Source: an optimization exercise on an open RTL-to-GDS flow (aim: small area and a short achievable clock period). Production flows keep margins and buffers that such runs may drop. Only simulation tests tie the RTL to the original design; equivalence was not proved. Power and IR drop assume default switching activity.

01-03:
Design complex_multiplier, start of the top module:
module complex_multiplier
(
	input clk, rst,
	input in_valid,
	input [31:0] x_real, x_imag, y_real, y_imag,
	output out_valid,
	output [31:0] xy_real, xy_imag
);
	reg [8:0] valid_pipe;
	always @(posedge clk) begin
		if (rst)
			valid_pipe <= 9'b0;
		else
			valid_pipe <= {valid_pipe[7:0], in_valid};
	end
	assign out_valid = valid_pipe[8];
	reg [31:0] xr, xi, yr, yi;
	reg xr_h, xi_h, yr_h, yi_h;		 
	reg [12:0] yr_one, yr_two, yi_one, yi_two;
	always @(posedge clk) begin
		xr <= x_real;
		xi <= x_imag;
		yr <= y_real;
		yi <= y_imag;
		xr_h <= |x_real[30:23];
		xi_h <= |x_imag[30:23];
		yr_h <= |y_real[30:23];
		yi_h <= |y_imag[30:23];
		yr_one <= booth_one(y_real);
		yr_two <= booth_two(y_real);
		yi_one <= booth_one(y_imag);
		yi_two <= booth_two(y_imag);
	end
	wire [31:0] rr, ri, ir, ii;
	pipelined_fpu_mul_eff mrr(.clk(clk), .a(xr), .a_h(xr_h), .b(yr), .b_h(yr_h), .b_one(yr_one), .b_two(yr_two), .s(rr));
	pipelined_fpu_mul_eff mri(.clk(clk), .a(xr), .a_h(xr_h), .b(yi), .b_h(yi_h), .b_one(yi_one), .b_two(yi_two), .s(ri));
	pipelined_fpu_mul_eff mir(.clk(clk), .a(xi), .a_h(xi_h), .b(yr), .b_h(yr_h), .b_one(yr_one), .b_two(yr_two), .s(ir));
	pipelined_fpu_mul_eff mii(.clk(clk), .a(xi), .a_h(xi_h), .b(yi), .b_h(yi_h), .b_one(yi_one), .b_two(yi_two), .s(ii));
	fpu_adder realpart(.clk(clk), .a_d(rr), .b_d(ii), .sub(1'b1), .s(xy_real));
	fpu_adder imagpart(.clk(clk), .a_d(ri), .b_d(ir), .sub(1'b0), .s(xy_imag));
	function [25:0] booth_digits;
		input [31:0] f;
		reg [26:0] m;
		integer i;
		begin
			m = {2'b00, |f[30:23], f[22:0], 1'b0};
			for (i = 0; i < 13; i = i + 1) begin
				booth_digits[i] = m[2*i+1] ^ m[2*i];
				booth_digits[13+i] = (m[2*i+2] & ~m[2*i+1] & ~m[2*i]) | (~m[2*i+2] & m[2*i+1] & m[2*i]);
			end
		end
	endfunction
	function [12:0] booth_one;
		input [31:0] f;
		booth_one = booth_digits(f) >> 0;
	endfunction
	function [12:0] booth_two;
		input [31:0] f;
		booth_two = booth_digits(f) >> 13;
	endfunction
endmodule
For scale: ~17000 cells after synthesis, roughly 130000 sq um of cells after synthesis.
clock: 21.0 ns
lec_check: 0
abc_area: 1
cap_margin: 20
core_margin: 2
core_utilization: 55
cts_cluster_diameter: 200
cts_cluster_size: 18
slew_margin: 20
standard.sh (not shown) runs the stock make flow with config.mk's settings and CLKGATE_MAP_FILE= SYNTH_SCRIPT=/design/flow/synth_recipe.tcl, a recipe that flattens the netlist after the stock synthesis.
==> flow/flow/run.sh <==
#!/bin/bash
# Layout flow: the standard layout (standard.sh, unchanged synthesis and
# ORFS steps), except that the buffers ORFS puts on the input and output ports
# at global placement are sky130_fd_sc_hd__buf_4 rather than the buffer it
# picks by default (sky130_fd_sc_hd__clkdlybuf4s50_1, a slow delay cell).
# make's full output goes to standard.log here; each ORFS step keeps its own
# log under orfs/logs/.
set -euo pipefail
bash standard.sh "BUFFER_PORTS_ARGS=-buffer_cell sky130_fd_sc_hd__buf_4" finish > standard.log 2>&1
Input changes introduced in 11-09 (baseline for comparison: 01-03):
# 01-03
export LEC_CHECK = 0
export ABC_AREA = 1
export CAP_MARGIN = 20
export CORE_MARGIN = 2
export CORE_UTILIZATION = 55
export CTS_CLUSTER_DIAMETER = 200
export CTS_CLUSTER_SIZE = 18
export SLEW_MARGIN = 20
create_clock -name core_clock -period 21.0 [get_ports {clk}]
# 11-09
export LEC_CHECK = 0
export ABC_AREA = 1
export CAP_MARGIN = 20
export CORE_MARGIN = 2
export CORE_UTILIZATION = 62
export SLEW_MARGIN = 20
create_clock -name core_clock -period 21.0 [get_ports {clk}]
Results
The run with more routed wire is 01-03, not 11-09. 01-03 → 11-09: setup slack decreased by 0.068 ns relative to the old numbers, cell area power density increased by about 3.4% relative to the old numbers.

[port drivers added, routing unchanged]
The flow's constraints put no driver on any port. The routed layouts listed below were extracted and timed again, unchanged, in two steps. Step 1 (the two cells are an assumption about what drives the block):
set clk [get_ports {clk}]
set_driving_cell -lib_cell sky130_fd_sc_hd__clkbuf_16 $clk
set_driving_cell -lib_cell sky130_fd_sc_hd__buf_2 [delete_from_list [all_inputs] $clk]
Step 2 moves the port delays by t, midway between the first and last clock arrival at a register: inputs arrive t later, outputs are due t later. That takes back most of the time a late clock gives input paths. a / b / c = ideal / step 1 / step 2; a / b = the first two.
run	t, ns	setup slack, ns	worst setup path at the end
01-03	0.892	15.566 / 15.461 / 14.998	input to register
11-09	0.931	15.497 / 15.394 / 15.021	input to register
After both steps every run listed still meets setup and hold. For 01-03, which loses most, drivers alone change the setup slack by -0.105 ns; drivers and shift together by -0.568 ns.
